Context: an optimization exercise on an open-source flow, tuned for small area. The choices shown serve that exercise and are no tape-out recipe.
Function was checked by simulation only, so behaviour that the tests miss may differ from the original.
Power and IR drop assume default switching activity.

==> flow/run.sh <==
#!/bin/bash
# synth_recipe.tcl (not shown) runs the flow's synth.tcl, then flattens the netlist and writes it again
# the make line also repeats each setting of config.mk as NAME=value (left out here)
make -C /OpenROAD-flow-scripts/flow DESIGN_CONFIG=/design/flow/config.mk WORK_HOME=/design/flow/orfs CLKGATE_MAP_FILE= SYNTH_SCRIPT=/design/flow/synth_recipe.tcl finish
==> flow/config.mk <==
export PLATFORM = sky130hd
export DESIGN_NAME = main
export DESIGN_NICKNAME = main
export VERILOG_FILES = /design/flow/design.v
export SDC_FILE = /design/flow/constraint.sdc
export NUM_CORES = 4
export LEC_CHECK = 0
export CAP_MARGIN = 20
export CORE_MARGIN = 2
export CORE_UTILIZATION = 40
export SLEW_MARGIN = 20
export SYNTH_MEMORY_MAX_BITS = 1048576
==> flow/constraint.sdc <==
create_clock -name core_clock -period 10.0 [get_ports {clk}]
set_input_delay 2.0000 -clock core_clock [delete_from_list [all_inputs] [get_ports {clk}]]
set_output_delay 2.0000 -clock core_clock [all_outputs]
set_load 0.01 [all_outputs]
==> flow/design.v <==
`timescale 1ns / 1ps
module debouncer(
    input clk,
    input rst,
    input I,
    output p
    );
    localparam [15:0] POL = 16'haaaa;
    reg y, cnt;
    reg [15:0] R;      
    reg [1:0] q;       
    wire [15:0] C = R ^ POL;
    wire zlo  = ~|C[14:0];
    wire term = zlo & ~C[15];
    wire fb   = C[15] ^ C[13] ^ C[12] ^ C[10] ^ zlo;
    wire [15:0] Cn = cnt ? {C[14:0], fb} : 16'd1;
    always @(posedge clk)
        R <= Cn ^ POL;
    wire e = I ^ y;            
    wire k = cnt & term;       
    always @(posedge clk, posedge rst)
        if (rst) begin
            y   <= 1'b0;
            cnt <= 1'b0;
        end else begin
            y   <= y ^ (k & e);
            cnt <= e & ~k;
        end
    always @(posedge clk)
        q <= {q[0], y};
    assign p = q[0] & ~q[1];
endmodule
module sprite(input [1:0] s, input [6:0] r, input [6:0] c, output f);
  function [6:0] dec7(input [6:0] x);
    integer i; reg bw;
    begin bw = 1'b1; for (i = 0; i < 7; i = i + 1) begin dec7[i] = x[i] ^ bw; bw = bw & ~x[i]; end end
  endfunction
  function ge6(input [5:0] x, input [5:0] y);  
    integer i; reg r;
    begin r = 1'b1; for (i = 0; i < 6; i = i + 1) r = (x[i] & ~y[i]) | (~(x[i] ^ y[i]) & r); ge6 = r; end
  endfunction
  wire [6:0] rr = dec7(r), cc = dec7(c);
  wire [5:0] a = rr[5:0] ^ {6{rr[6]}};
  wire [5:0] b = cc[5:0] ^ {6{cc[6]}};
  wire ab = ge6(a, b);
  wire [5:0] x = ab ? b : a;    
  wire [5:0] y = ab ? a : b;    
  reg [5:0] xh;
  always @* case (x)
    6'd9: xh = 6'd18;
    6'd10: xh = 6'd19;
    6'd11: xh = 6'd20;
    6'd12: xh = 6'd21;
    6'd13: xh = 6'd22;
    6'd14: xh = 6'd23;
    6'd15: xh = 6'd24;
    6'd16: xh = 6'd24;
    6'd17: xh = 6'd25;
    6'd18: xh = 6'd26;
    6'd19: xh = 6'd27;
    6'd20: xh = 6'd28;
    6'd21: xh = 6'd29;
    6'd22: xh = 6'd30;
    6'd23: xh = 6'd31;
    6'd24: xh = 6'd32;
    6'd25: xh = 6'd33;
    6'd26: xh = 6'd34;
    6'd27: xh = 6'd35;
    6'd28: xh = 6'd35;
    6'd29: xh = 6'd36;
    6'd30: xh = 6'd37;
    6'd31: xh = 6'd38;
    6'd32: xh = 6'd39;
    6'd33: xh = 6'd40;
    6'd34: xh = 6'd41;
    6'd35: xh = 6'd42;
    6'd36: xh = 6'd43;
    6'd37: xh = 6'd44;
    6'd38: xh = 6'd45;
    6'd39: xh = 6'd46;
    6'd40: xh = 6'd46;
    6'd41: xh = 6'd47;
    6'd42: xh = 6'd48;
    6'd43: xh = 6'd49;
    6'd44: xh = 6'd50;
    6'd45: xh = 6'd51;
    6'd46: xh = 6'd52;
    6'd47: xh = 6'd53;
    6'd48: xh = 6'd54;
    6'd49: xh = 6'd55;
    6'd50: xh = 6'd56;
    6'd51: xh = 6'd57;
    6'd52: xh = 6'd57;
    6'd53: xh = 6'd58;
    6'd54: xh = 6'd59;
    6'd55: xh = 6'd60;
    6'd56: xh = 6'd61;
    6'd57: xh = 6'd62;
    6'd58: xh = 6'd63;
    6'd59: xh = 6'd63;
    6'd60: xh = 6'd63;
    6'd61: xh = 6'd63;
    6'd62: xh = 6'd63;
    6'd63: xh = 6'd63;
    default: xh = 6'bxxxxxx;
  endcase
  reg [5:0] olo;
  always @* case (x)
    6'd10: olo = 6'd54;
    6'd11: olo = 6'd49;
    6'd12: olo = 6'd46;
    6'd13: olo = 6'd44;
    6'd14: olo = 6'd41;
    6'd15: olo = 6'd39;
    6'd16: olo = 6'd37;
    6'd17: olo = 6'd36;
    6'd18: olo = 6'd34;
    6'd19: olo = 6'd33;
    6'd20: olo = 6'd31;
    6'd21: olo = 6'd30;
    6'd22: olo = 6'd29;
    6'd23: olo = 6'd28;
    6'd24: olo = 6'd26;
    6'd25: olo = 6'd25;
    6'd26: olo = 6'd26;
    6'd27: olo = 6'd27;
    6'd28: olo = 6'd28;
    6'd29: olo = 6'd29;
    6'd30: olo = 6'd30;
    6'd31: olo = 6'd31;
    default: olo = 6'bxxxxxx;
  endcase
  reg [5:0] ohi;
  always @* case (x)
    6'd10: ohi = 6'd63;
    6'd11: ohi = 6'd63;
    6'd12: ohi = 6'd63;
    6'd13: ohi = 6'd63;
    6'd14: ohi = 6'd63;
    6'd15: ohi = 6'd63;
    6'd16: ohi = 6'd63;
    6'd17: ohi = 6'd63;
    6'd18: ohi = 6'd63;
    6'd19: ohi = 6'd54;
    6'd20: ohi = 6'd50;
    6'd21: ohi = 6'd47;
    6'd22: ohi = 6'd44;
    6'd23: ohi = 6'd42;
    6'd24: ohi = 6'd41;
    6'd25: ohi = 6'd39;
    6'd26: ohi = 6'd37;
    6'd27: ohi = 6'd36;
    6'd28: ohi = 6'd35;
    6'd29: ohi = 6'd33;
    6'd30: ohi = 6'd32;
    6'd31: ohi = 6'd31;
    default: ohi = 6'bxxxxxx;
  endcase
  wire x9 = ge6(x, 6'd9);
  wire ox = ge6(x, 6'd10) & ~x[5];
  wire bx = x9 & ge6(xh, y);
  wire bo = ox & ge6(y, olo) & ge6(ohi, y);
  assign f = s[0] ? ~bx : s[1] ? ~bo : 1'b0;
endmodule
`timescale 1ns / 1ps
module main(
    input clk,
    input btnCpuReset,
    input btnC,
    input btnR,
    input btnL,
    input btnU,
    input btnD,
    output reg HS,
    output reg VS,
    output [3:0] vgaR,
    output [3:0] vgaG,
    output [3:0] vgaB,
    output RGB1_Red,
    output RGB1_Green,
    output RGB1_Blue,
    output [7:0] JA,
    output [7:0] JB
    );
    function [9:0] inc10(input [9:0] x, input ci);
        integer i; reg c;
        begin
            c = ci;
            for (i = 0; i < 10; i = i + 1) begin
                inc10[i] = x[i] ^ c;
                c = c & x[i];
            end
        end
    endfunction
    function ge10(input [9:0] x, input [9:0] kk);    
        integer i; reg r;
        begin
            r = 1'b1;
            for (i = 0; i < 10; i = i + 1)
                r = kk[i] ? (x[i] & r) : (x[i] | r);
            ge10 = r;
        end
    endfunction
    function le10(input [9:0] x, input [9:0] kk);    
        integer i; reg r;
        begin
            r = 1'b1;
            for (i = 0; i < 10; i = i + 1)
                r = kk[i] ? (~x[i] | r) : (~x[i] & r);
            le10 = r;
        end
    endfunction
    wire rst = ~btnCpuReset;
    wire pC, pR, pL, pU, pD;
    debouncer dC (clk, rst, btnC, pC);
    debouncer dR (clk, rst, btnR, pR);
    debouncer dL (clk, rst, btnL, pL);
    debouncer dU (clk, rst, btnU, pU);
    debouncer dD (clk, rst, btnD, pD);
    reg [1:0] cx, cy;
    function [1:0] up3(input [1:0] v);    
        case (v)
            2'd1: up3 = 2'd2;
            2'd2: up3 = 2'd3;
            default: up3 = 2'd1;
        endcase
    endfunction
    always @(posedge clk, posedge rst)
        if (rst)
            cx <= 2'd1;
        else if (pR & ~pL)
            cx <= up3(cx);
        else if (pL & ~pR)
            cx <= (cx == 2'd1) ? 2'd3 : (cx == 2'd2) ? 2'd1 : 2'd2;
    always @(posedge clk, posedge rst)
        if (rst)
            cy <= 2'd1;
        else if (pD & ~pU)
            cy <= up3(cy);
        else if (pU & ~pD)
            cy <= (cy == 2'd3) ? 2'd2 : 2'd1;
    reg [8:0] m1, m2;
    reg pl;                        
    wire [8:0] sel;
    genvar k;
    generate for (k = 0; k < 9; k = k + 1) begin : g_sel
        assign sel[k] = (cy == (k / 3) + 1) && (cx == (k % 3) + 1);
    end endgenerate
    wire [7:0] l1, l2;             
    assign l1 = {m1[2]&m1[4]&m1[6], m1[0]&m1[4]&m1[8], m1[2]&m1[5]&m1[8], m1[1]&m1[4]&m1[7],
                 m1[0]&m1[3]&m1[6], m1[6]&m1[7]&m1[8], m1[3]&m1[4]&m1[5], m1[0]&m1[1]&m1[2]};
    assign l2 = {m2[2]&m2[4]&m2[6], m2[0]&m2[4]&m2[8], m2[2]&m2[5]&m2[8], m2[1]&m2[4]&m2[7],
                 m2[0]&m2[3]&m2[6], m2[6]&m2[7]&m2[8], m2[3]&m2[4]&m2[5], m2[0]&m2[1]&m2[2]};
    wire [7:0] ln = l1 | l2;
    wire over = |ln;
    wire p2won = |l2;
    wire occ = |(sel & (m1 | m2));
    always @(posedge clk, posedge rst)
        if (rst) begin
            m1 <= 9'd0;
            m2 <= 9'd0;
        end else if (pC) begin
            m1 <= over ? 9'd0 : (m1 & ~sel) | (sel & {9{~pl}});
            m2 <= over ? 9'd0 : (m2 & ~sel) | (sel & {9{pl}});
        end
    always @(posedge clk, posedge rst)
        if (rst)
            pl <= 1'b0;
        else if (pC)
            pl <= over ? p2won : pl ^ ~occ;
    reg [1:0] ph;
    reg [14:0] lf;
    reg t15;
    wire lz = ~|lf[13:0];
    always @(posedge clk, posedge rst)
        if (rst) begin
            ph  <= 2'd0;
            lf  <= 15'd1;
            t15 <= 1'b0;
        end else begin
            ph  <= {ph[1] ^ ph[0], ~ph[0]};
            lf  <= {lf[13:0], lf[14] ^ lf[13] ^ lz};
            t15 <= t15 ^ (lz & ~lf[14]);
        end
    wire ct = ph[1] & ph[0];
    reg [9:0] hx, vy;
    reg [5:0] fc;
    wire ht = (hx == 10'd912);
    wire vt = (vy == 10'd570);
    wire [9:0] hxi = inc10(hx, 1'b1);
    wire [9:0] vyi = inc10(vy, 1'b1);
    wire [9:0] fci = inc10({4'd0, fc}, 1'b1);
    always @(posedge clk, posedge rst)
        if (rst) hx <= 10'd113;
        else if (ct) hx <= ht ? 10'd113 : hxi;
    always @(posedge clk, posedge rst)
        if (rst) vy <= 10'd46;
        else if (ct & ht) vy <= vt ? 10'd46 : vyi;
    always @(posedge clk, posedge rst)
        if (rst) fc <= 6'd0;
        else if (ct & ht & vt) fc <= (fc == 6'd50) ? 6'd0 : fci[5:0];
    reg [8:0] o1, o2;
    always @(posedge clk)
        if (vt | rst) begin
            o1 <= m1;
            o2 <= m2;
        end
    wire [7:0] ol = {o1[2]&o1[4]&o1[6], o1[0]&o1[4]&o1[8], o1[2]&o1[5]&o1[8], o1[1]&o1[4]&o1[7],
                     o1[0]&o1[3]&o1[6], o1[6]&o1[7]&o1[8], o1[3]&o1[4]&o1[5], o1[0]&o1[1]&o1[2]}
                  | {o2[2]&o2[4]&o2[6], o2[0]&o2[4]&o2[8], o2[2]&o2[5]&o2[8], o2[1]&o2[4]&o2[7],
                     o2[0]&o2[3]&o2[6], o2[6]&o2[7]&o2[8], o2[3]&o2[4]&o2[5], o2[0]&o2[1]&o2[2]};
    wire oover = |ol;
    wire [8:0] won = {ol[2]|ol[5]|ol[6], ol[2]|ol[4], ol[2]|ol[3]|ol[7],
                      ol[1]|ol[5],       ol[1]|ol[4]|ol[6]|ol[7], ol[1]|ol[3],
                      ol[0]|ol[5]|ol[7], ol[0]|ol[4], ol[0]|ol[3]|ol[6]};
    wire [1:0] bx = {hx[9], hx[7]};
    wire [1:0] by = {vy[8], vy[7]};
    wire [8:0] bsel;
    generate for (k = 0; k < 9; k = k + 1) begin : g_bsel
        assign bsel[k] = (by == (k / 3) + 1) && (bx == (k % 3) + 1);
    end endgenerate
    wire [1:0] spr = {|(bsel & o2), |(bsel & o1)};
    wire bwon = |(bsel & won);
    wire on_screen = ge10(hx, 10'd258) & le10(hx, 10'd897) & ge10(vy, 10'd82) & le10(vy, 10'd561);
    wire in_range  = ge10(hx, 10'd384) & le10(hx, 10'd767) & ge10(vy, 10'd128) & le10(vy, 10'd511);
    wire grid      = (hx == 10'd384) | (&hx[6:0]) | (vy == 10'd128) | (&vy[6:0]);
    wire cursor    = (bx == cx) & (by == cy) & ~ge10({4'd0, fc}, 10'd25) & ~oover;
    wire spix;
    sprite sp (.s(spr), .r(vy[6:0]), .c(hx[6:0]), .f(spix));
    reg b;
    always @(posedge clk)
        b <= spix;
    wire white = on_screen & (~in_range | (~grid & (cursor | b)));
    wire green = on_screen & in_range & ~grid & ~cursor & ~b & oover & bwon;
    reg rr, gg;
    always @(posedge clk) begin
        rr <= white;
        gg <= white | green;
        HS <= le10(hx, 10'd209);
        VS <= le10(vy, 10'd48);
    end
    assign vgaR = {4{rr}};
    assign vgaG = {4{gg}};
    assign vgaB = {4{rr}};
    assign JA = {vgaR, vgaG};
    assign JB = {vgaB, HS, VS, ln[1:0]};
    assign RGB1_Red   = t15 & ln[1];
    assign RGB1_Green = 1'b0;
    assign RGB1_Blue  = t15 & ln[0];
endmodule
==> metrics.sh <==
CRIT_PATH_MAX_FANOUT=19
TOP_LIBRARY_CELLS_BY_USAGE_IN_THE_LAYOUT_FILL_AND_TAPS_ASIDE='nand2_1, dfxtp_1, ha_1'
POST_CTS_BUFFERS=0
POWER_FRAC_COMB_PCT=17.2
TIGHTESTPINTRANSITION_NS=0.914
YOSYS_REGISTER_BITS=190
CTS_TREE='done'
SYN-INSTANCE-COUNT=990
CTS_HTREE_LEVELS=4
FIN_AREA_UM2=10800
WIRELENGTH_MM=19.5
NETSWITCHINGFRACTION_PCT=30.7
MAX_CAP_VIOLATIONS=0
REG2REG_FROM='vy[0]'
ANTENNA_FOUND_INITIAL=0
TIMING.FINAL.CRIT_PERIOD_NS=6.57
NET_COUNT_OF_THE_MAPPED_NETLIST=1072
RSZ0062_AT_GRT='no'
HOLDBUFCOUNTCTS=0
SYNTH.YOSYS.WARNINGS=3
CRITICAL-PATH-SLOWEST-CELL='dfrtp_1'
HOLD_VIOL=0
FILLERINSTANCES=2237
POSTPLACECELLAREA_UM2=10200
PLACEMENTROWS=57
HP-CLASS='reg2reg'
NETLIST.AREA_LEADER.SHARE_PCT=19.4
MAX_FREQ_MHz=152
TIMING.HOLD.WS_NS=0.350
FINAL_COMMON_CELL='nand2_1'
MULTI_INPUT_AREA_UM2=4910
IOS=40
REGAREA_UM2=4380
SYNTHESIS.AREA_UM2=9790
FP.DIEW_UM=160
POWER_DENSITY_NORMALIZED_TO_CELL_AREA_nW_PER_UM2=192
CRIT_PATH_MAX_INCR_DELAY_NS=0.41
CTS_RESIZED=0
POWER_REPORT.INTERNAL_TOTAL_uW=1440
CTS.REPORTEDPATHS.CLKPINSLEW_NS=0.07
WORST_R2R_ENDPOINT='b'
TIMING.FINAL.MAX_SLEW_VIOLATIONS=0
TOTAL_LEAKAGE_POWER_uW=0.00447
GRT_MAX_DEGREE=43
GRT_PASS1_VIAS=6710
FINAL.SETUP.TNS_NS=0
YS_ASYNC_SR_FRACTION_PCT=40.5
CRITICAL_PATH.STARTPOINT='vy[0]'
GRT_OVERFLOW_TOTAL=0
CLOCK_PATH_BUFFERS=2
ROUTE.MET2.WL_MM=8.79
OUTCOME='no timing/DRC/antenna violations'
WORST_SETUP_PATH_END_KIND='register'
MET3_LENGTH_UM=679
VIA_DENSITY_PER_INSTANCE=5.26
CP-START-KIND='register'
FP.DIEAREA_UM2=25700
FLOORPLAN_DIE_HEIGHT_UM=160
DOMINANTREGCELLSYNTH='dfxtp_1'
SYNTH.AVG_CELL_AREA_UM2=9.89
DRCVIOLATIONCOUNT=0
WL_MET1_MM=9.73
POST-LAYOUT-TOTAL-POWER_uW=2080
WORSTSKEWPAIRLATENCY_NS=0.43
SYNTH.LARGEST_AREA_CELL='dfxtp_1'
COREAREA_UM2=24200
P_SWITCHING_uW=640
GROUTE.USAGE.OVERALL_PCT=15.7
PRECTSSETUPSLACK_NS=3.49
CLOCK-ROOT-BUFFER='clkbuf_16'
FIN_NETS=1069
SLEW-LIMIT-HEADROOM_PCT=38.8
DETAIL_ROUTE.FIRST_PASS.ITERATIONS=5
GRT_PASS1_WL_MM=33.2
NUMCTSBUFFERS=17
SHARE_CLK_OF_TOTAL_POWER_PCT=31.3
FINALWEIGHTEDCONGESTION=0.854
FINALSETUPVIOLCOUNT=0
DRT_ITER0_DRC=387
PORT_BUFFERS=38
POWER.IR.VDD_WORST_uV=123
SYNTHDISTINCTLIBCELLS=85
P_SEQ_SHARE_PCT=51.5
TOP_SIGNAL_LAYER_USED='met4'
SYNTH_TOP_CELLS_BY_AREA='dfxtp_1, dfrtp_1, ha_1'
REQUIRED_NS=10.31
CRITICAL_PATH_ARRIVAL_NS=6.89
WORSTSETUPENDPOINT='b'
CRITICALPATHCATEGORY='reg2reg'
REG2REGPATHDEPTH=29
ANTENNA_VIOLATING_NETS_POST_ROUTE=0
ANTENNA-DIODE-COUNT=0
TIMING.CRITICAL_PATH.MODE_CELL='ha_1'
SYNTH_EDF_COUNT=18
INITIAL_CORE_UTIL_PCT=40.5
REGTOREGSETUPSLACK_NS=3.43
SETUP_SLACK_NS=3.43
DP_HPWL_MM=14.1
NUMCLOCKSINKS=190
SYNTH_SEQUENTIAL_AREA_RATIO_PCT=44.8
WL_PER_CELL_UM=14.7
LAYOUT-AREA-OVERHEAD-VS-SYNTH_PCT=10.6
VIAS=6966
FINALCRITPERIODSHARE_PCT=65.7
MAX_CLOCK_SKEW_NS=0.0126
FINAL_LAYOUT_SIZE_SUFFIX_GT1_SHARE_PCT=7.90
worst max-delay path: cells and delay by family, from the launching register on:
| family | cells | cell delay [ns] |
|---|---|---|
| compound gates | 11 | 2.12 |
| xor+xnor | 2 | 0.60 |
| fa+ha+maj | 8 | 2.11 |
| buf+inv | 3 | 0.41 |
| flops | 1 | 0.41 |
| simple gates | 5 | 0.80 |
metrics by stage:
stage	utilization (%)	std cells
global route	44.8	1324
global placement	42.4	1292
CTS	44.8	1324
finish	44.8	1324
floorplan	-	990
detailed placement	42.4	1292
power by group through the flow:
stage | combinational [µW] | clock (µW) | sequential [µW]
floorplan | 315 | 0 | 1010
CTS | 361 | 673 | 1070
finish | 358 | 652 | 1070
detailed placement | 358 | 0 | 1090
global route | 405 | 704 | 1090
global placement | 354 | 0 | 1090
cell usage after synthesis, drive strengths merged, types with 3 or more instances:
master and number:
a31oi 8, and2 13, nand2b 6, a21o 5, nor3 23, nor4 15
inv 39, dfxtp 95, xor2 11, edfxtp 18, o21ai 68, nand4 15
nand4b 5, o22ai 5, xnor2 39, a22o 14, nand3 33, dfstp 11
a211oi 7, nand2 119, buf 36, and3 10, a222oi 3, a32o 10
o221ai 3, o21a 6, nor2 47, ha 75, o211ai 5, clkbuf 27
a311oi 3, nor2b 46, nor4b 3, mux2i 14, a21oi 38, mux2 10
a22oi 4, dfrtp 66
final cells by class:
| type | instances | share of cell area (%) |
|---|---|---|
| multi-input cells | 698 | 45.4 |
| well taps | 324 | 3.75 |
| clock inverters | 13 | 1.11 |
| repair buffers | 41 | 3.70 |
| flip-flops and latches | 190 | 40.5 |
| inverters | 39 | 1.35 |
| clock buffers | 19 | 4.20 |
sequential cells by signal, summed over array words and instances (netlist names), 2 cells and up, named ones only:
name	flops
hx	10
vy	10
dU.R	16
dU.q	2
dD.q	2
dC.R	16
m1	9
dL.q	2
cx	2
lf	15
cy	2
dR.q	2
o2	9
dL.R	16
o1	9
m2	9
dD.R	16
dC.q	2
ph	2
fc	6
dR.R	16
logic make-up (layout without fill, tap and decap cells):
family,Yosys count,count (layout),synth area share [%]
flops,190,190,44.8
fa+ha+maj,75,75,9.59
other cells,1,1,0.0383
simple gates,341,341,17.3
mux,26,26,3.25
buf+inv,102,112,5.10
compound gates,201,201,14.0
xor+xnor,54,54,5.96
worst min path at each step:
| stage | startpoint | end | slack (ns) | depth (start not counted) |
|---|---|---|---|---|
| detailed placement | dC.q[0] | dC.q[1] | 0.34 | 0 |
| finish | dR.q[0] | dR.q[1] | 0.35 | 0 |
| floorplan | dC.q[0] | dC.q[1] | 0.32 | 0 |
| global placement | dD.q[0] | dD.q[1] | 0.33 | 0 |
| global route | dR.q[0] | dR.q[1] | 0.36 | 0 |
| CTS | dR.q[0] | dR.q[1] | 0.35 | 0 |
routing by layer:
layer / track usage (%) / vias to the layer above
met2: 24.5 / 144
met3: 2.92 / 23
li1: - / 3487
met5: 0 / -
met4: 5.20 / 0
met1: 21.9 / 3312

separate check: timing with driven ports:
The results above use ideal ports. As a check the final layout listed here was re-extracted and re-timed, cells and wires unchanged.
Step 1, drivers: a clkbuf_16 drives clk and a buf_2 each remaining input, both assumed.
Step 2 moves the port delays by t, midway between the first and last clock arrival at a register: inputs arrive t later, outputs are due t later. That takes back most of the time a late clock gives input paths.
Three values: no drivers, after step 1, after step 2; two values: the first two.
t, ns: 0.466
setup WS [ns]: 3.427 / 3.427 / 3.427
worst slew at a driven data input, ns: 0.04
cell pins on the clock port's net: 1
After both steps this run still meets setup and hold. The setup slack of this run moves by 0.000 ns with the drivers and by 0.000 ns with both steps.
